Context: an optimization exercise on an open-source flow, tuned for small area and a short achievable clock period. The choices shown serve that exercise and are no tape-out recipe.
No run shown here included a check of the RTL's function; only the layout flow was run.

==> flow/design.v, too long to show whole: its modules and the start of the top module <==
// module FA: 9 lines
// module HA: 8 lines
// module RADD: 6 lines
// module YADD: 8 lines
// module YSEL: 48 lines
// module XOR2M: 6 lines
// module INV: 5 lines
// module G_INV: 5 lines
// module G_XOR2: 6 lines
// module G_XNOR2: 6 lines
// module G_NAND2: 6 lines
// module G_NOR2: 6 lines
// module G_AOI21: 7 lines
// module G_OAI21: 7 lines
// module G_AND2: 6 lines
// module G_OR2: 6 lines
// module G_ANDN: 6 lines
// module G_ORN: 6 lines
// module G_AO21: 7 lines
// module G_MUX2: 7 lines
// module G_MUX2I: 7 lines
// module G_MUX4: 10 lines
// module QCANDN: 13 lines
// module QCAND: 11 lines
// module FIR_transposed: 6063 lines
module FIR_transposed(clk, reset, noisy_signal, filtered_real);
  // ...
==> flow/run.sh <==
#!/bin/bash
# synth_recipe.tcl (not shown) runs the flow's synth.tcl, then flattens the netlist and writes it again
# the make line also repeats each setting of config.mk as NAME=value (left out here)
make -C /OpenROAD-flow-scripts/flow DESIGN_CONFIG=/design/flow/config.mk WORK_HOME=/design/flow/orfs CLKGATE_MAP_FILE= SYNTH_SCRIPT=/design/flow/synth_recipe.tcl finish
==> flow/config.mk <==
export PLATFORM = sky130hd
export DESIGN_NAME = FIR_transposed
export DESIGN_NICKNAME = FIR_transposed
export VERILOG_FILES = /design/flow/design.v
export SDC_FILE = /design/flow/constraint.sdc
export NUM_CORES = 8
export LEC_CHECK = 0
export ABC_CLOCK_PERIOD_IN_PS = 2000
export CAP_MARGIN = 20
export CORE_MARGIN = 2
export CORE_UTILIZATION = 40
export SETUP_SLACK_MARGIN = 5
export SLEW_MARGIN = 20
export SYNTH_HIERARCHICAL = 1
==> flow/constraint.sdc <==
create_clock -name core_clock -period 13.0 [get_ports {clk}]
set_input_delay 2.6000 -clock core_clock [delete_from_list [all_inputs] [get_ports {clk}]]
set_output_delay 2.6000 -clock core_clock [all_outputs]
set_load 0.01 [all_outputs]
==> impl_metrics.env, run 1 <==
export IMPL_status="finished clean"
export IMPL_reg2reg_slack_ps=5610
export IMPL_first_pass_iters=5
export IMPL_clkSinkCount=913
export IMPL_critPathBufInv=3
export IMPL_ant_nets=0
export IMPL_hp_start="h42[14]"
export IMPL_io_buffers=33
export IMPL_met3_length_um=17300
export IMPL_multi_input_area_share_pct=66.3
export IMPL_nets=7273
export IMPL_synth_top_family_by_area="adder cells"
export IMPL_n_fill_cell=16100
export IMPL_htree_levels=3
export IMPL_largestRegisters="R x32, T1a x31, T2a x30"
export IMPL_crit_end="filtered_real[15]"
export IMPL_crit_path_start="noisy_signal[6]"
export IMPL_buffers=55
export IMPL_antenna_found_initial=4
export IMPL_worst_r2r_startpoint="h15[6]"
export IMPL_reg2reg_to="T1a[23]"
export IMPL_drtIter0Drc=3021
export IMPL_hold_path_depth=1
export IMPL_ys_seq_elements=913
export IMPL_crit_arrival_ps=5220
export IMPL_pre_cts_slack_ps=4500
export IMPL_final_common_cell="fa_1"
export IMPL_grt_max_degree=148
export IMPL_cp_max_fo=16
export IMPL_wl_um=218000
export IMPL_final_area_um2=77800
export IMPL_wl_met1_um=88700
export IMPL_path_cells="clkdlybuf4s15_2, nand2_1, mux2_4, nor2_1, nor2_1, a21oi_2, o21ai_2, a21oi_2, buf_4, mux2i_1, clkdlybuf4s50_1"
export IMPL_multi_input_area_um2=51600
export IMPL_clk_share_pct=4.44
export IMPL_cp_end_kind="output pin"
export IMPL_cts_setup_buffers=0
export IMPL_rows=155
export IMPL_die_h_um=428
==> run 2: changes to the inputs <==
--- a/flow/config.mk
+++ b/flow/config.mk
@@ -11,2 +11,4 @@
 export CORE_UTILIZATION = 40
+export CTS_CLUSTER_DIAMETER = 100
+export CTS_CLUSTER_SIZE = 22
 export SETUP_SLACK_MARGIN = 5
==> run 2 against run 1 <==
Effect of this change:
- still clean
- utilization decreased by 1.0 points
- cell area fell by 2.4%
- first-iteration DRC count increased by 4.4%
- hold slack better by 30 ps
- sequential share of layout area rose by 0.57 points
- count of clock-buffer cells in the layout down 80
- setup slack got worse by 1.7 ps
- largest cell class unchanged
==> impl_metrics.env, run 2 <==
export IMPL_largestRegisters="R x32, T1a x31, T2a x30"
export IMPL_synth_fp_nets=7237
export IMPL_timing_final_crit_period_ps=7820
export IMPL_startpoint_type="primary input"
export IMPL_rsz0062_at_grt="no"
export IMPL_synth_edf_count=0
export IMPL_maxSlewHeadroom_pct=27.9
export IMPL_nets=7228
export IMPL_vias=37700
export IMPL_htree_levels=2
export IMPL_antenna_cells=0
export IMPL_largest_reg_flops=32
export IMPL_final_cell_mix="fa_1, dfxtp_1, nand2_1"
export IMPL_routed_top_layer="met5"
export IMPL_worstMarginPinSlew_ps=1080
export IMPL_die_x_um=428
export IMPL_ys_async_sr_fraction_pct=0
export IMPL_antenna_found_initial=2
export IMPL_ys_top_cells_by_area="fa_1, dfxtp_1, nand2_1"
export IMPL_io_buffers=33
export IMPL_cp_end_kind="output pin"
export IMPL_cp_max_fo=16
export IMPL_yosysMostFrequentCell="fa_1"
export IMPL_clk_pin_slew_ps=90
export IMPL_clkSinkCount=913
export IMPL_top_register="R"
export IMPL_reg2reg_to="T1a[23]"
export IMPL_syn_to_final_growth_pct=5.74
export IMPL_grt_usage_pct=25.1
export IMPL_yosysUniqueCellTypes=39
export IMPL_rows=155
export IMPL_grt_max_degree=148
export IMPL_crit_arrival_ps=5220
export IMPL_ys_seq_area_share_pct=25.5
export IMPL_wl_met1_um=88500
export IMPL_ys_seq_elements=913
export IMPL_hp_start="h20[5]"
export IMPL_yosys_warnings=7
export IMPL_holdPathEnd="h21[5]"
export IMPL_dpl_hpwl_um=186000
export IMPL_drtIter0Drc=3153
export IMPL_cts_tree="built"
export IMPL_vias_per_cell=5.12
export IMPL_hold_buffers=0
export IMPL_cts_root_buf="clkbuf_16"
export IMPL_n_fill_cell=16300
export IMPL_hold_path_depth=1
export IMPL_yosys_top_cells_count="fa_1, dfxtp_1, nand2_1"
export IMPL_die_h_um=428
export IMPL_fin_worst_skew_ps=50.7
export IMPL_crit_path_start="noisy_signal[9]"
export IMPL_met3_length_um=16500
export IMPL_drive_gt1_share_pct=2.93
export IMPL_wl_um=216000
export IMPL_worst_r2r_cell_count=17
export IMPL_synth_top_cell_area_share_pct=59.1
export IMPL_grt_pass1_wl_um=320000
export IMPL_multi_input_area_um2=51600
export IMPL_final_hold_violation_count=0
export IMPL_ant_nets=0
export IMPL_hold_class="flip-flop to flip-flop"
export IMPL_worstPathRequired_ps=10400
export IMPL_final_common_cell="fa_1"
export IMPL_cts_setup_buffers=0
export IMPL_postSynthCellCount=5008
export IMPL_wl_per_cell_um=29.3
export IMPL_route_detailed_drc=0
export IMPL_first_pass_iters=5
export IMPL_met2_length_um=103000
export IMPL_path_class="primary input to output pin"
export IMPL_finalSetupViolations=0
export IMPL_min_period_over_period_pct=60.2
export IMPL_reg2reg_slack_ps=5620
export IMPL_fin_tns_setup_ps=0
export IMPL_initial_core_util_pct=40.2
export IMPL_first_global_vias=44800
export IMPL_syn_cell_area_um2=71800
export IMPL_ios=34
export IMPL_syn_avg_cell_area_um2=14.3
export IMPL_final_seq_area_um2=18300
export IMPL_design_die_area_um2=183000
export IMPL_core_um2=178000
export IMPL_hold_slack_ps=335
export IMPL_ys_flop_type="dfxtp_1"
export IMPL_clockBufferDepth=3
export IMPL_clock_latency_ps=720
export IMPL_worst_r2r_startpoint="h15[6]"
export IMPL_fmax_mhz=128
export IMPL_place_gp_congestion=0.999
export IMPL_overflow=0
export IMPL_numCtsBuffers=53
export IMPL_yosysTopAreaCell="fa_1"
export IMPL_status="finished clean"
export IMPL_slew_violations=0
export IMPL_cap_viol_max_count=0
run 2: cell types whose count changed in the layout (fill, tap and decap cells not counted), moves of 3 or more:
cell / before / now
clkinv_2: 10 / 0
clkinv_16: 5 / 0
clkbuf_1: 17 / 1
diode_2: 3 / 0
clkbuf_16: 99 / 53
bufinv_16: 9 / 2
inv_6: 7 / 2
inv_8: 2 / 5
inv_16: 0 / 5
clkbuf_8: 19 / 1
clkinvlp_4: 10 / 0
run 2: worst max path at each step:
stage | slack (ps) | endpoint | cells past startpoint
2_1_floorplan | 6020 | filtered_real[0] | 8
3_3_place_gp | 4560 | filtered_real[2] | 11
3_5_place_dp | 4500 | filtered_real[15] | 11
4_1_cts | 5020 | filtered_real[15] | 11
5_1_grt | 5000 | filtered_real[15] | 11
6_report | 5180 | filtered_real[15] | 11
run 2: repair_timing:
action / in CTS / in global routing
endpoints found under the setup margin: 16 / 16
pin swaps: 0 / 0
resized for setup: 28 / 13
run 2: Yosys stat by module, one instance, submodules excluded, excerpt:
| module | cell area (um^2) | times used | cells inside |
|---|---|---|---|
| HA | 12.5 | 87 | 1 |
| G_AOI21 | 8.76 | 5 | 1 |
| INV | 3.75 | 1 | 1 |
| G_INV | 3.75 | 11 | 1 |
| G_ORN | 6.26 | 5 | 1 |
| G_XNOR2 | 8.76 | 9 | 1 |
run 2: per-layer routing:
layer,GRT usage [%],up-vias
li1,-,15100
met1,33.9,21100
met2,40.6,1275
met3,5.68,305
met4,7.94,4
met5,0,-
run 2: kinds of logic (layout without fill, tap and decap cells):
| kind of cell | count (synthesis) | in the layout | share of synthesized area [%] |
|---|---|---|---|
| buffers and inverters | 383 | 392 | 2.71 |
| AND/OR/NAND/NOR | 1151 | 1151 | 6.76 |
| multiplexers | 111 | 111 | 1.65 |
| adder cells (fa/ha/maj) | 2211 | 2211 | 60.7 |
| AO/OA/AOI/OAI | 84 | 84 | 0.842 |
| flip-flops | 913 | 913 | 25.5 |
| XOR/XNOR | 155 | 155 | 1.89 |
run 2: metrics by stage:
stage               utilization [%]  instance area, um^2  instances  worst slack [ps]
floorplan                         -                71800       5008              6020
global placement               41.6                74300       7299              4560
detailed placement             41.6                74300       7299              4500
CTS                            42.6                75900       7372              5020
global route                   42.6                75900       7372              5000
finish                         42.6                75900       7372              5180
run 2: critical path, cell delays in order:
cell             delay (ps)
dlygate4sd2_1           530
nand2_1                 130
mux2_4                  290
nor2_1                  150
nor2_1                   80
a21oi_2                 130
o21ai_1                  80
a21oi_2                 110
buf_4                   300
mux2i_1                 230
clkdlybuf4s50_1         560
run 2: final cells by class:
cell class | instances | area share [%]
well taps | 2355 | 3.88
flip-flops and latches | 913 | 24.1
inverters | 264 | 1.32
clock inverters | 18 | 0.371
clock buffers | 55 | 1.77
multi-input cells | 3712 | 67.9
repair buffers | 55 | 0.649
==> run 3: changes to the inputs <==
--- a/flow/config.mk
+++ b/flow/config.mk
@@ -10,3 +10,3 @@
 export CORE_MARGIN = 2
-export CORE_UTILIZATION = 40
+export CORE_UTILIZATION = 55
 export CTS_CLUSTER_DIAMETER = 100
==> run 3 against run 2 <==
Effect of this change:
- non-clock buffer count rose by 1
- setup slack improved by 61 ps
- area after synthesis did not move
- wire length fell by 3.0%
- maximum frequency rose by 0.78%
- critical endpoint is now filtered_real[14]
- die area fell by 27%
==> impl_metrics.env, run 3 <==
export IMPL_rows=132
export IMPL_min_period_over_period_pct=59.7
export IMPL_rsz0062_at_grt="no"
export IMPL_cts_root_buf="clkbuf_16"
export IMPL_ys_async_sr_fraction_pct=0
export IMPL_initial_core_util_pct=55.5
export IMPL_timing_final_crit_period_ps=7760
export IMPL_crit_path_start="noisy_signal[0]"
export IMPL_cts_tree="built"
export IMPL_utilization_pct=57.9
export IMPL_worst_r2r_startpoint="h19[4]"
export IMPL_drtIter0Drc=3039
export IMPL_ys_seq_area_share_pct=25.5
export IMPL_drive_gt1_share_pct=2.74
export IMPL_yosysTopAreaCell="fa_1"
export IMPL_final_common_cell="fa_1"
export IMPL_cp_max_fo=16
export IMPL_grt_max_degree=153
export IMPL_numCtsBuffers=50
export IMPL_largestRegisters="R x32, T1a x31, T2a x30"
export IMPL_syn_avg_cell_area_um2=14.3
export IMPL_largest_reg_flops=32
export IMPL_crit_arrival_ps=5160
export IMPL_hold_class="flip-flop to flip-flop"
export IMPL_place_gp_congestion=1.01
export IMPL_design_die_area_um2=133000
export IMPL_yosys_warnings=7
export IMPL_top_register="R"
export IMPL_nets=7226
export IMPL_hold_slack_ps=344
export IMPL_route_detailed_drc=0
export IMPL_core_um2=129000
export IMPL_ys_seq_elements=913
export IMPL_fmax_mhz=129
export IMPL_wl_um=210000
export IMPL_clockBufferDepth=3
export IMPL_clock_latency_ps=690
export IMPL_vias=37800
export IMPL_htree_levels=2
export IMPL_syn_cell_area_um2=71800
export IMPL_synth_fp_nets=7237
export IMPL_n_fill_cell=10600
export IMPL_setup_slack_ps=5240
export IMPL_die_h_um=365
export IMPL_io_buffers=33
export IMPL_yosysMostFrequentCell="fa_1"
export IMPL_path_class="primary input to output pin"
export IMPL_postSynthCellCount=5008
export IMPL_place_area_um2=73500
export IMPL_cap_viol_max_count=0
export IMPL_yosysUniqueCellTypes=39
export IMPL_fin_tns_setup_ps=0
export IMPL_startpoint_type="primary input"
export IMPL_clkSinkCount=913
export IMPL_antenna_found_initial=1
export IMPL_synth_top_cell_area_share_pct=59.1
export IMPL_grt_pass1_wl_um=313000
export IMPL_status="finished clean"
export IMPL_finalSetupViolations=0
export IMPL_worstPathRequired_ps=10400
export IMPL_ys_top_cells_by_area="fa_1, dfxtp_1, nand2_1"
export IMPL_final_area_um2=74900
export IMPL_syn_to_final_growth_pct=4.35
export IMPL_vias_per_cell=5.60
export IMPL_worstMarginPinSlew_ps=1030
export IMPL_pre_cts_slack_ps=4720
export IMPL_ys_flop_type="dfxtp_1"
export IMPL_overflow=0
export IMPL_ios=34
export IMPL_grt_usage_pct=34.0
export IMPL_die_x_um=365
export IMPL_slew_violations=0
export IMPL_hp_start="h22[9]"
export IMPL_synth_edf_count=0
export IMPL_cp_end_kind="output pin"
export IMPL_wl_per_cell_um=31.1
export IMPL_clk_pin_slew_ps=90
export IMPL_dpl_hpwl_um=181000
export IMPL_ant_nets=0
export IMPL_final_hold_violation_count=0
export IMPL_maxSlewHeadroom_pct=31.6
export IMPL_yosys_top_cells_count="fa_1, dfxtp_1, nand2_1"
export IMPL_fin_worst_skew_ps=64.4
export IMPL_final_cell_mix="fa_1, dfxtp_1, nand2_1"
export IMPL_first_global_vias=44900
export IMPL_first_pass_iters=5
## run 3: cell counts after synthesis
Identical to the previous run, type by type.
## run 3: path summary, 6_finish.rpt
check,endpoint,slack [ps],depth (start not counted)
worst min-delay path,h23[9],340,1
worst max-delay path,filtered_real[14],5240,11
worst min register to register,h23[9],340,1
worst max register to register,T2a[22],5690,15
## run 3: final cells by class
type	instances	area [um^2]	area share (%)
Multi-Input combinational cell	3712	51600	68.8
Sequential cell	913	18300	24.4
Tap cell	1742	2180	2.91
Clock buffer	52	1260	1.68
Inverter	264	998	1.33
Timing Repair Buffer	56	473	0.631
Clock inverter	10	156	0.209
Antenna cell	1	2.50	0.00334
## run 3: critical path: stages
cell and delay, ps:
dlygate4sd2_1 410, nor2_1 90, mux2_4 280, nor2_1 100, nor2_1 60, a21oi_2 170
o21ai_1 190, a21oi_2 240, buf_6 250, mux2i_1 210, clkdlybuf4s50_1 560
## run 3: per-layer routing
layer | vias up | wire [um] | global-route usage [%]
met4 | 2 | 11800 | 15.0
met2 | 1445 | 99300 | 54.1
met1 | 20800 | 81700 | 45.3
li1 | 15100 | - | -
met5 | - | 8 | 0
met3 | 443 | 16800 | 7.70
## run 3: timing repair
| action | CTS | global route |
|---|---|---|
| resized for setup | 22 | 24 |
| hold buffers | 0 | 0 |
| buffers inserted | 0 | 0 |
| setup endpoints to repair | 16 | 16 |
## run 3: kinds of logic after synthesis
kind of cell	count (synthesis)	synth area share [%]
XOR/XNOR	155	1.89
AND/OR/NAND/NOR	1151	6.76
AO/OA/AOI/OAI	84	0.842
flip-flops	913	25.5
adder cells (fa/ha/maj)	2211	60.7
multiplexers	111	1.65
buffers and inverters	383	2.71
## run 3: through the flow
stage | cells
floorplan | 5008
global placement | 6687
detailed placement | 6687
CTS | 6749
global route | 6749
finish | 6750
## run 3: Yosys stat by module, one instance, submodules excluded, a selection
module | times used | cell area (um^2)
G_ANDN | 4 | 13.8
G_INV | 11 | 3.75
G_AOI21 | 5 | 8.76
G_AND2 | 78 | 6.26
G_XOR2 | 94 | 8.76
G_OAI21 | 9 | 5.00
G_OR2 | 3 | 6.26
FIR_transposed | 1 | 23500
G_XNOR2 | 9 | 8.76
FA | 2119 | 20.0
HA | 87 | 12.5
G_NAND2 | 35 | 3.75
INV | 1 | 3.75
G_MUX2 | 15 | 15.0
G_ORN | 5 | 6.26
G_MUX2I | 96 | 10.0
==> run 4: changes to the inputs <==
--- a/flow/config.mk
+++ b/flow/config.mk
@@ -10,5 +10,5 @@
 export CORE_MARGIN = 2
-export CORE_UTILIZATION = 55
-export CTS_CLUSTER_DIAMETER = 100
-export CTS_CLUSTER_SIZE = 22
+export CORE_UTILIZATION = 40
+export CTS_CLUSTER_DIAMETER = 60
+export CTS_CLUSTER_SIZE = 30
 export SETUP_SLACK_MARGIN = 5
==> run 4 against run 3 <==
Effect of this change:
- still clean
- utilization down 15 points
- synthesized cell count unchanged
- sequential share of layout area decreased by 0.71 points
- register-to-register slack worse by 80 ps
- die area is 37% higher
- clock skew increased by 6.8 ps
- via count is 0.21% higher
- first-iteration DRC count is 1.7% higher
- critical endpoint is now filtered_real[15]
==> impl_metrics.env, run 4 <==
export IMPL_fin_tns_setup_ps=0
export IMPL_pre_cts_slack_ps=4500
export IMPL_synth_edf_count=0
export IMPL_clkSinkCount=913
export IMPL_cap_viol_max_count=0
export IMPL_cp_max_fo=16
export IMPL_antenna_found_initial=3
export IMPL_grt_pass1_wl_um=321000
export IMPL_fin_worst_skew_ps=71.2
export IMPL_place_gp_congestion=0.999
export IMPL_final_seq_area_um2=18300
export IMPL_ys_seq_elements=913
export IMPL_n_fill_cell=16200
export IMPL_maxSlewHeadroom_pct=26.9
export IMPL_synth_top_cell_area_share_pct=59.1
export IMPL_path_cells="clkdlybuf4s15_2, nand2_1, mux2_4, nor2_1, nor2_1, a21oi_2, o21ai_2, a21oi_2, buf_4, mux2i_1, clkdlybuf4s50_1"
export IMPL_largestRegisters="R x32, T1a x31, T2a x30"
export IMPL_cts_setup_buffers=0
export IMPL_cts_root_buf="clkbuf_16"
export IMPL_top_register="R"
export IMPL_grt_usage_pct=25.2
export IMPL_stdcell_count=7436
export IMPL_drtIter0Drc=3091
export IMPL_hold_class="flip-flop to flip-flop"
export IMPL_initial_core_util_pct=40.2
export IMPL_cts_tree="built"
export IMPL_dp_cells=7299
export IMPL_route_detailed_drc=0
export IMPL_crit_family="buffers and inverters"
export IMPL_yosys_top_cells_count="fa_1, dfxtp_1, nand2_1"
export IMPL_dpl_hpwl_um=186000
export IMPL_hold_buffers=0
export IMPL_yosysMostFrequentCell="fa_1"
export IMPL_fmax_mhz=128
export IMPL_status="finished clean"
export IMPL_final_common_cell="fa_1"
export IMPL_design_die_area_um2=183000
export IMPL_vias_per_cell=5.09
export IMPL_finalSetupViolations=0
export IMPL_ios=34
export IMPL_first_pass_iters=5
export IMPL_crit_arrival_ps=5190
export IMPL_io_buffers=33
export IMPL_final_cell_mix="fa_1, dfxtp_1, nand2_1"
export IMPL_multi_input_area_um2=51600
export IMPL_die_h_um=428
export IMPL_utilization_pct=43.3
export IMPL_drive_gt1_share_pct=4.15
export IMPL_setup_slack_ps=5210
export IMPL_nets=7248
export IMPL_ys_seq_area_share_pct=25.5
export IMPL_postSynthCellCount=5008
export IMPL_ys_flop_type="dfxtp_1"
export IMPL_syn_avg_cell_area_um2=14.3
export IMPL_crit_path_max_incr_delay_ps=560
export IMPL_syn_to_final_growth_pct=7.48
export IMPL_clk_pin_slew_ps=80
export IMPL_final_hold_violation_count=0
export IMPL_wl_um=217000
export IMPL_htree_levels=3
export IMPL_yosysTopAreaCell="fa_1"
export IMPL_largest_reg_flops=32
export IMPL_worstMarginPinSlew_ps=1100
export IMPL_clock_latency_ps=740
export IMPL_cp_slowest_cell="clkdlybuf4s50_1"
export IMPL_wl_per_cell_um=29.1
export IMPL_core_um2=178000
export IMPL_timing_final_crit_period_ps=7790
export IMPL_overflow=0
export IMPL_startpoint_type="primary input"
export IMPL_worstPathRequired_ps=10400
export IMPL_ys_top_cells_by_area="fa_1, dfxtp_1, nand2_1"
export IMPL_yosysUniqueCellTypes=39
export IMPL_cp_end_kind="output pin"
export IMPL_min_period_over_period_pct=60.0
export IMPL_synth_fp_nets=7237
export IMPL_first_global_vias=45000
export IMPL_critPathBufInv=3
export IMPL_yosys_warnings=7
export IMPL_grt_max_degree=148
export IMPL_clockBufferDepth=3
export IMPL_slew_violations=0
export IMPL_vias=37900
export IMPL_ys_async_sr_fraction_pct=0
export IMPL_path_class="primary input to output pin"
export IMPL_numCtsBuffers=73
export IMPL_die_x_um=428
export IMPL_ant_nets=0
export IMPL_syn_cell_area_um2=71800
export IMPL_rsz0062_at_grt="no"
export IMPL_rows=155
## run 4: cell count changes in the layout (fill, tap and decap cells not counted), sizes merged, moves of 2 or more
| cell | delta |
|---|---|
| bufinv | +3 |
| inv | +26 |
| dlygate4sd2 | +2 |
| clkbuf | +17 |
| clkdlybuf4s15 | +3 |
| clkinv | +18 |
| clkinvlp | +4 |
## run 4: repair_timing
action / in CTS / in global routing
gates cloned: 0 / 0
gates resized for setup: 28 / 15
setup endpoints to repair: 16 / 16
## run 4: final timing paths
path                   start           endpoint  depth (start not counted)  slack, ps
max          noisy_signal[6]  filtered_real[15]                         11       5210
max reg2reg           h15[6]            T1a[23]                         17       5610
min                  h46[13]            h47[13]                          1        330
min reg2reg          h46[13]            h47[13]                          1        330
## run 4: cell type report
class,count,area share (%)
clock inverter,61,1.32
clock buffer,74,2.40
sequential,913,23.7
antenna,2,0.00649
multi-input combinational,3712,66.8
tap,2355,3.82
timing repair buffer,55,0.634
inverter,264,1.29
## run 4: stage by stage
| stage | cell area, um^2 | hold WS, ps |
|---|---|---|
| after floorplan | 71800 | 351 |
| after global placement | 74300 | 353 |
| after detailed placement | 74300 | 355 |
| after CTS | 77200 | 323 |
| after global routing | 77200 | 366 |
| final | 77200 | 328 |
## run 4: logic make-up (layout without fill, tap and decap cells)
logic type | after synthesis | in the layout | synth area share, %
muxes | 111 | 111 | 1.65
AOI/OAI and AO/OA | 84 | 84 | 0.842
DFF | 913 | 913 | 25.5
other | 0 | 2 | 0
and+or+nand+nor | 1151 | 1151 | 6.76
buffers and inverters | 383 | 454 | 2.71
xor gates and xnor gates | 155 | 155 | 1.89
adders and majority gates | 2211 | 2211 | 60.7
## run 4: per-layer routing
layer | vias up | wire [um] | track usage [%]
li1 | 15200 | - | -
met1 | 21100 | 88000 | 33.5
met2 | 1268 | 103000 | 40.5
met3 | 332 | 17000 | 6.44
met4 | 4 | 8780 | 8.53
met5 | - | 23 | 0
## run 4: Yosys stat by module (local to each module, per instance), a selection
module | cells | copies in the design | flops+latches
G_MUX2I | 1 | 96 | 0
G_NAND2 | 1 | 35 | 0
INV | 1 | 1 | 0
FA | 1 | 2119 | 0
G_XNOR2 | 1 | 9 | 0
G_OR2 | 1 | 3 | 0
G_XOR2 | 1 | 94 | 0
G_MUX2 | 1 | 15 | 0
G_OAI21 | 1 | 9 | 0
QCANDN | 171 | 1 | 0
G_AND2 | 1 | 78 | 0
FIR_transposed | 2161 | 1 | 913
G_AO21 | 1 | 65 | 0
G_AOI21 | 1 | 5 | 0
G_ORN | 1 | 5 | 0
HA | 1 | 87 | 0
==> run 5: changes to the inputs <==
--- a/flow/config.mk
+++ b/flow/config.mk
@@ -11,4 +11,4 @@
 export CORE_UTILIZATION = 40
-export CTS_CLUSTER_DIAMETER = 60
-export CTS_CLUSTER_SIZE = 30
+export CTS_CLUSTER_DIAMETER = 140
+export CTS_CLUSTER_SIZE = 25
 export SETUP_SLACK_MARGIN = 5
==> run 5 against run 4 <==
Effect of this change:
- hold slack worse by 21 ps
- final cell count is 1.1% lower
- cell area is 2.0% lower
- non-clock buffer count stayed put
- clock skew is 28 ps higher
- register-to-register slack hardly changed
- highest routed layer is now met4
- die area stayed put
- maximum frequency is 0.34% lower
==> impl_metrics.env, run 5 <==
export IMPL_status="finished clean"
export IMPL_htree_levels=2
export IMPL_critPathBufInv=3
export IMPL_maxSlewHeadroom_pct=31.8
export IMPL_yosysMostFrequentCell="fa_1"
export IMPL_cts_tree="built"
export IMPL_antenna_found_initial=0
export IMPL_ys_seq_elements=913
export IMPL_slew_violations=0
export IMPL_fin_worst_skew_ps=99.6
export IMPL_final_hold_violation_count=0
export IMPL_synth_edf_count=0
export IMPL_yosys_top_cells_count="fa_1, dfxtp_1, nand2_1"
export IMPL_die_x_um=428
export IMPL_drtIter0Drc=3028
export IMPL_clock_latency_ps=730
export IMPL_synth_fp_nets=7237
export IMPL_hold_buffers=0
export IMPL_yosysUniqueCellTypes=39
export IMPL_first_pass_iters=5
export IMPL_grt_usage_pct=25.1
export IMPL_final_cell_mix="fa_1, dfxtp_1, nand2_1"
export IMPL_ys_async_sr_fraction_pct=0
export IMPL_yosysTopAreaCell="fa_1"
export IMPL_path_class="primary input to output pin"
export IMPL_syn_cell_area_um2=71800
export IMPL_syn_avg_cell_area_um2=14.3
export IMPL_path_cells="dlygate4sd2_1, nand2_1, mux2_4, nor2_1, nor2_1, a21oi_2, o21ai_1, a21oi_2, buf_4, mux2i_1, clkdlybuf4s50_1"
export IMPL_numCtsBuffers=45
export IMPL_cp_max_fo=16
export IMPL_route_detailed_drc=0
export IMPL_ys_top_cells_by_area="fa_1, dfxtp_1, nand2_1"
export IMPL_clkSinkCount=913
export IMPL_design_die_area_um2=183000
export IMPL_largestRegisters="R x32, T1a x31, T2a x30"
export IMPL_fin_tns_setup_ps=0
export IMPL_dpl_hpwl_um=186000
export IMPL_vias_per_cell=5.12
export IMPL_crit_path_max_incr_delay_ps=560
export IMPL_place_gp_congestion=0.999
export IMPL_crit_arrival_ps=5220
export IMPL_core_um2=178000
export IMPL_wl_per_cell_um=29.4
export IMPL_final_area_um2=75600
export IMPL_first_global_vias=44700
export IMPL_min_period_over_period_pct=60.2
export IMPL_worstPathRequired_ps=10400
export IMPL_cts_root_buf="clkbuf_16"
export IMPL_rsz0062_at_grt="no"
export IMPL_ant_nets=0
export IMPL_place_area_um2=74300
export IMPL_hold_class="flip-flop to flip-flop"
export IMPL_nets=7220
export IMPL_grt_pass1_wl_um=320000
export IMPL_largest_reg_flops=32
export IMPL_initial_core_util_pct=40.2
export IMPL_n_fill_cell=16300
export IMPL_hold_slack_ps=306
export IMPL_syn_to_final_growth_pct=5.33
export IMPL_io_buffers=33
export IMPL_rows=155
export IMPL_wl_um=216000
export IMPL_cp_end_kind="output pin"
export IMPL_yosys_warnings=7
export IMPL_ios=34
export IMPL_clk_pin_slew_ps=110
export IMPL_cap_viol_max_count=0
export IMPL_overflow=0
export IMPL_clockBufferDepth=3
export IMPL_synth_top_cell_area_share_pct=59.1
export IMPL_worstMarginPinSlew_ps=1020
export IMPL_grt_max_degree=148
export IMPL_timing_final_crit_period_ps=7820
export IMPL_vias=37700
export IMPL_crit_family="buffers and inverters"
export IMPL_top_register="R"
export IMPL_ys_seq_area_share_pct=25.5
export IMPL_drive_gt1_share_pct=2.62
export IMPL_cp_slowest_cell="clkdlybuf4s50_1"
export IMPL_ys_flop_type="dfxtp_1"
export IMPL_fmax_mhz=128
export IMPL_startpoint_type="primary input"
export IMPL_finalSetupViolations=0
export IMPL_die_h_um=428
export IMPL_final_common_cell="fa_1"
export IMPL_postSynthCellCount=5008
[run 5: cell counts after synthesis]
Identical to the previous run, type by type.
[run 5: cells by family after synthesis]
family / after synthesis / synth area share (%)
fa+ha+maj: 2211 / 60.7
buf+inv: 383 / 2.71
simple gates: 1151 / 6.76
flops: 913 / 25.5
xor+xnor: 155 / 1.89
compound gates: 84 / 0.842
mux: 111 / 1.65
[run 5: worst paths after layout]
path	from	endpoint	slack [ps]	depth (start not counted)
worst max-delay path	noisy_signal[9]	filtered_real[15]	5180	11
worst min-delay path	h46[13]	h47[13]	310	1
worst max register to register	h15[6]	T1a[23]	5600	17
worst min register to register	h46[13]	h47[13]	310	1
[run 5: per-layer routing]
| metal | global-route usage (%) | wire [um] | up-vias |
|---|---|---|---|
| met5 | 0 | 0 | - |
| met4 | 7.85 | 8240 | 0 |
| met3 | 5.69 | 16700 | 313 |
| met2 | 40.5 | 103000 | 1324 |
| met1 | 33.8 | 88400 | 21000 |
| li1 | - | - | 15100 |
[run 5: timing repair]
action,in CTS,in global routing
setup endpoints to repair,16,16
setup buffers,0,0
gates resized for setup,28,13
[run 5: final cells by class]
class	count	area (um^2)	area share, %
Timing Repair Buffer	55	493	0.652
Inverter	264	998	1.32
Clock inverter	10	191	0.253
Clock buffer	46	1140	1.51
Multi-Input combinational cell	3712	51600	68.2
Tap cell	2355	2950	3.90
Sequential cell	913	18300	24.2
Antenna cell	1	2.50	0.00331
[run 5: per-module statistics from Yosys (local to each module, per instance), excerpt]
module / flip-flops and latches / cell area, um^2 / cells / copies in the design
FIR_transposed: 913 / 23500 / 2161 / 1
G_AO21: 0 / 7.51 / 1 / 65
G_AOI21: 0 / 8.76 / 1 / 5
G_MUX2I: 0 / 10.0 / 1 / 96
G_NAND2: 0 / 3.75 / 1 / 35
G_NOR2: 0 / 3.75 / 1 / 40
G_OR2: 0 / 6.26 / 1 / 3
G_XNOR2: 0 / 8.76 / 1 / 9
QCANDN: 0 / 1200 / 171 / 1
[run 5: stage by stage]
stage	setup slack [ps]	util, %	instances
floorplan	6020	-	5008
global placement	4560	41.6	7299
detailed placement	4500	41.6	7299
CTS	5020	42.4	7355
global route	5000	42.4	7355
finish	5180	42.4	7356
==> run 6: changes to the inputs <==
==> flow/flow/run.sh (new file) <==
#!/bin/bash
# Standard layout with a larger setup-repair margin.
bash standard.sh SETUP_SLACK_MARGIN=5.8 finish > standard.log 2>&1
==> flow/standard.sh (new file) <==
#!/bin/bash
# synth_recipe.tcl (not shown) runs the flow's synth.tcl, then flattens the netlist and writes it again
# the make line also repeats each setting of config.mk as NAME=value (left out here)
make -C /OpenROAD-flow-scripts/flow DESIGN_CONFIG=/design/flow/config.mk WORK_HOME=/design/flow/orfs CLKGATE_MAP_FILE= SYNTH_SCRIPT=/design/flow/synth_recipe.tcl "${@:-finish}"
--- a/flow/config.mk
+++ b/flow/config.mk
@@ -11,4 +11,2 @@
 export CORE_UTILIZATION = 40
-export CTS_CLUSTER_DIAMETER = 140
-export CTS_CLUSTER_SIZE = 25
 export SETUP_SLACK_MARGIN = 5
removed: flow/run.sh
==> run 6 against run 5 <==
Effect of this change:
- flip-flop and latch count did not move
- utilization rose by 1.6 points
- critical path depth rose by 1
- clock skew fell by 34 ps
- critical endpoint is now filtered_real[2]
==> impl_metrics.env, run 6 <==
export IMPL_status="finished clean"
export IMPL_clkSinkCount=913
export IMPL_die_x_um=428
export IMPL_syn_to_final_growth_pct=9.31
export IMPL_grt_max_degree=148
export IMPL_core_um2=178000
export IMPL_drtIter0Drc=3036
export IMPL_worstMarginPinSlew_ps=1000
export IMPL_cap_viol_max_count=0
export IMPL_ys_top_cells_by_area="fa_1, dfxtp_1, nand2_1"
export IMPL_largest_reg_flops=32
export IMPL_overflow=0
export IMPL_grt_usage_pct=25.4
export IMPL_initial_core_util_pct=40.2
export IMPL_min_period_over_period_pct=54.8
export IMPL_hold_class="flip-flop to flip-flop"
export IMPL_numCtsBuffers=98
export IMPL_postSynthCellCount=5008
export IMPL_dpl_hpwl_um=186000
export IMPL_place_gp_congestion=0.999
export IMPL_vias=38300
export IMPL_startpoint_type="primary input"
export IMPL_synth_fp_nets=7237
export IMPL_fin_tns_setup_ps=0
export IMPL_drive_gt1_share_pct=8.28
export IMPL_final_hold_violation_count=0
export IMPL_timing_final_crit_period_ps=7120
export IMPL_design_die_area_um2=183000
export IMPL_wl_um=219000
export IMPL_finalSetupViolations=0
export IMPL_multi_input_area_um2=52000
export IMPL_maxSlewHeadroom_pct=33.1
export IMPL_syn_avg_cell_area_um2=14.3
export IMPL_slew_violations=0
export IMPL_first_global_vias=45400
export IMPL_cp_max_fo=10
export IMPL_antenna_found_initial=4
export IMPL_clockBufferDepth=3
export IMPL_worstPathRequired_ps=10400
export IMPL_final_seq_area_um2=18300
export IMPL_yosys_warnings=7
export IMPL_ys_flop_type="dfxtp_1"
export IMPL_synth_top_cell_area_share_pct=59.1
export IMPL_yosysUniqueCellTypes=39
export IMPL_path_class="primary input to output pin"
export IMPL_cp_end_kind="output pin"
export IMPL_rows=155
export IMPL_fin_worst_skew_ps=65.7
export IMPL_n_fill_cell=16100
export IMPL_syn_cell_area_um2=71800
export IMPL_clk_pin_slew_ps=90
export IMPL_ant_nets=0
export IMPL_grt_pass1_wl_um=324000
export IMPL_ys_async_sr_fraction_pct=0
export IMPL_crit_arrival_ps=4520
export IMPL_ys_seq_elements=913
export IMPL_stdcell_count=7499
export IMPL_yosysTopAreaCell="fa_1"
export IMPL_cts_tree="built"
export IMPL_rsz0062_at_grt="yes"
export IMPL_cts_root_buf="clkbuf_16"
export IMPL_yosysMostFrequentCell="fa_1"
export IMPL_nets=7291
export IMPL_die_h_um=428
export IMPL_largestRegisters="R x32, T1a x31, T2a x30"
export IMPL_dp_cells=7299
export IMPL_top_register="R"
export IMPL_wl_per_cell_um=29.2
export IMPL_first_pass_iters=7
export IMPL_fmax_mhz=140
export IMPL_synth_edf_count=0
export IMPL_final_cell_mix="fa_1, dfxtp_1, nand2_1"
export IMPL_vias_per_cell=5.10
export IMPL_final_common_cell="fa_1"
export IMPL_io_buffers=33
export IMPL_route_detailed_drc=0
export IMPL_htree_levels=3
export IMPL_ys_seq_area_share_pct=25.5
export IMPL_yosys_top_cells_count="fa_1, dfxtp_1, nand2_1"
export IMPL_ios=34
export IMPL_clock_latency_ps=760
run 6: cells by family after synthesis:
family / synth area share (%)
AOI/OAI and AO/OA: 0.842
muxes: 1.65
buffers and inverters: 2.71
xor gates and xnor gates: 1.89
adders and majority gates: 60.7
and+or+nand+nor: 6.76
DFF: 25.5
run 6: modules after synthesis, one instance, submodules excluded, excerpt:
module / flops+latches / area (um^2) / times used / cells inside
G_INV: 0 / 3.75 / 11 / 1
G_OR2: 0 / 6.26 / 3 / 1
G_AND2: 0 / 6.26 / 78 / 1
QCANDN: 0 / 1200 / 1 / 171
HA: 0 / 12.5 / 87 / 1
G_MUX2I: 0 / 10.0 / 96 / 1
G_OAI21: 0 / 5.00 / 9 / 1
G_AOI21: 0 / 8.76 / 5 / 1
G_NAND2: 0 / 3.75 / 35 / 1
run 6: final timing paths:
kind	end	slack, ps	from	cells past startpoint
setup / recovery	filtered_real[2]	5880	noisy_signal[4]	12
hold / removal	h43[14]	300	h42[14]	1
setup reg to reg	T2a[18]	5910	h8[0]	16
hold reg to reg	h43[14]	300	h42[14]	1
run 6: worst max-delay path, cell delays in order:
cell             delay [ps]
buf_6                   160
nor2_1                   70
mux2_4                  270
nor2_1                  140
nor2_2                   70
a21oi_2                 190
o21ai_4                 120
a21oi_4                 180
buf_12                  140
buf_12                  140
mux2i_1                 180
clkdlybuf4s15_1         260
run 6: what timing repair did:
item,4_1_cts,5_1_grt
setup endpoints to repair,38,45
cloned,3,0
hold buffers,0,0
gates resized for setup,149,176
buffers inserted,4,11
pin swaps,6,18
run 6: final cells by class:
cell class / count / share of cell area, %
multi-input cells: 3712 / 66.3
flip-flops and latches: 913 / 23.3
well taps: 2355 / 3.75
clock buffers: 135 / 3.57
inverters: 264 / 1.27
repair buffers: 73 / 0.950
clock inverters: 45 / 0.831
diodes: 2 / 0.00638
run 6: routing by layer:
layer / global-route usage, % / share of wire (%)
met4: 8.75 / 4.2
met1: 33.9 / 40
met3: 6.54 / 8.0
met2: 40.6 / 47
met5: 0 / 0.011
run 6: through the flow:
step | utilization, % | setup WS, ps | hold slack (ps) | cell area (um^2)
finish | 44.0 | 5880 | 303 | 78500
CTS | 43.7 | 5790 | 304 | 78000
global placement | 41.6 | 4560 | 353 | 74300
floorplan | - | 6020 | 351 | 71800
global route | 44.0 | 5760 | 339 | 78500
detailed placement | 41.6 | 4500 | 355 | 74300

[port drivers added, routing unchanged]
No port has a modelled driver above. Below, the same layouts with a new extraction and two added sets of constraints.
Step 1 sets driving cells, clkbuf_16 on the clock port and buf_2 on the other inputs (assumed; they add their load-dependent delay and slew).
Step 2 times the ports against the registers' clock, not the clock port: input delays grow and output delays shrink by t, the midpoint of the rising clock arrivals with the driver on.
a / b / c = ideal ports / drivers / drivers and shift; a / b = the first two.
run	t (ns)	slack for setup (ns)	slew at the worst register clock pin (ns)
run 1	0.799	5.178 / 5.151 / 5.151	0.09 / 0.09
run 2	0.772	5.176 / 5.154 / 5.154	0.10 / 0.10
run 3	0.738	5.237 / 5.215 / 5.215	0.09 / 0.09
run 4	0.779	5.206 / 5.179 / 5.179	0.11 / 0.11
run 5	0.752	5.179 / 5.157 / 5.157	0.12 / 0.12
run 6	0.799	5.881 / 5.831 / 5.681	0.09 / 0.09
After both steps setup and hold are still met in every run listed. The setup slack of run 6, which loses most, moves by -0.050 ns with the drivers and by -0.200 ns with both steps.
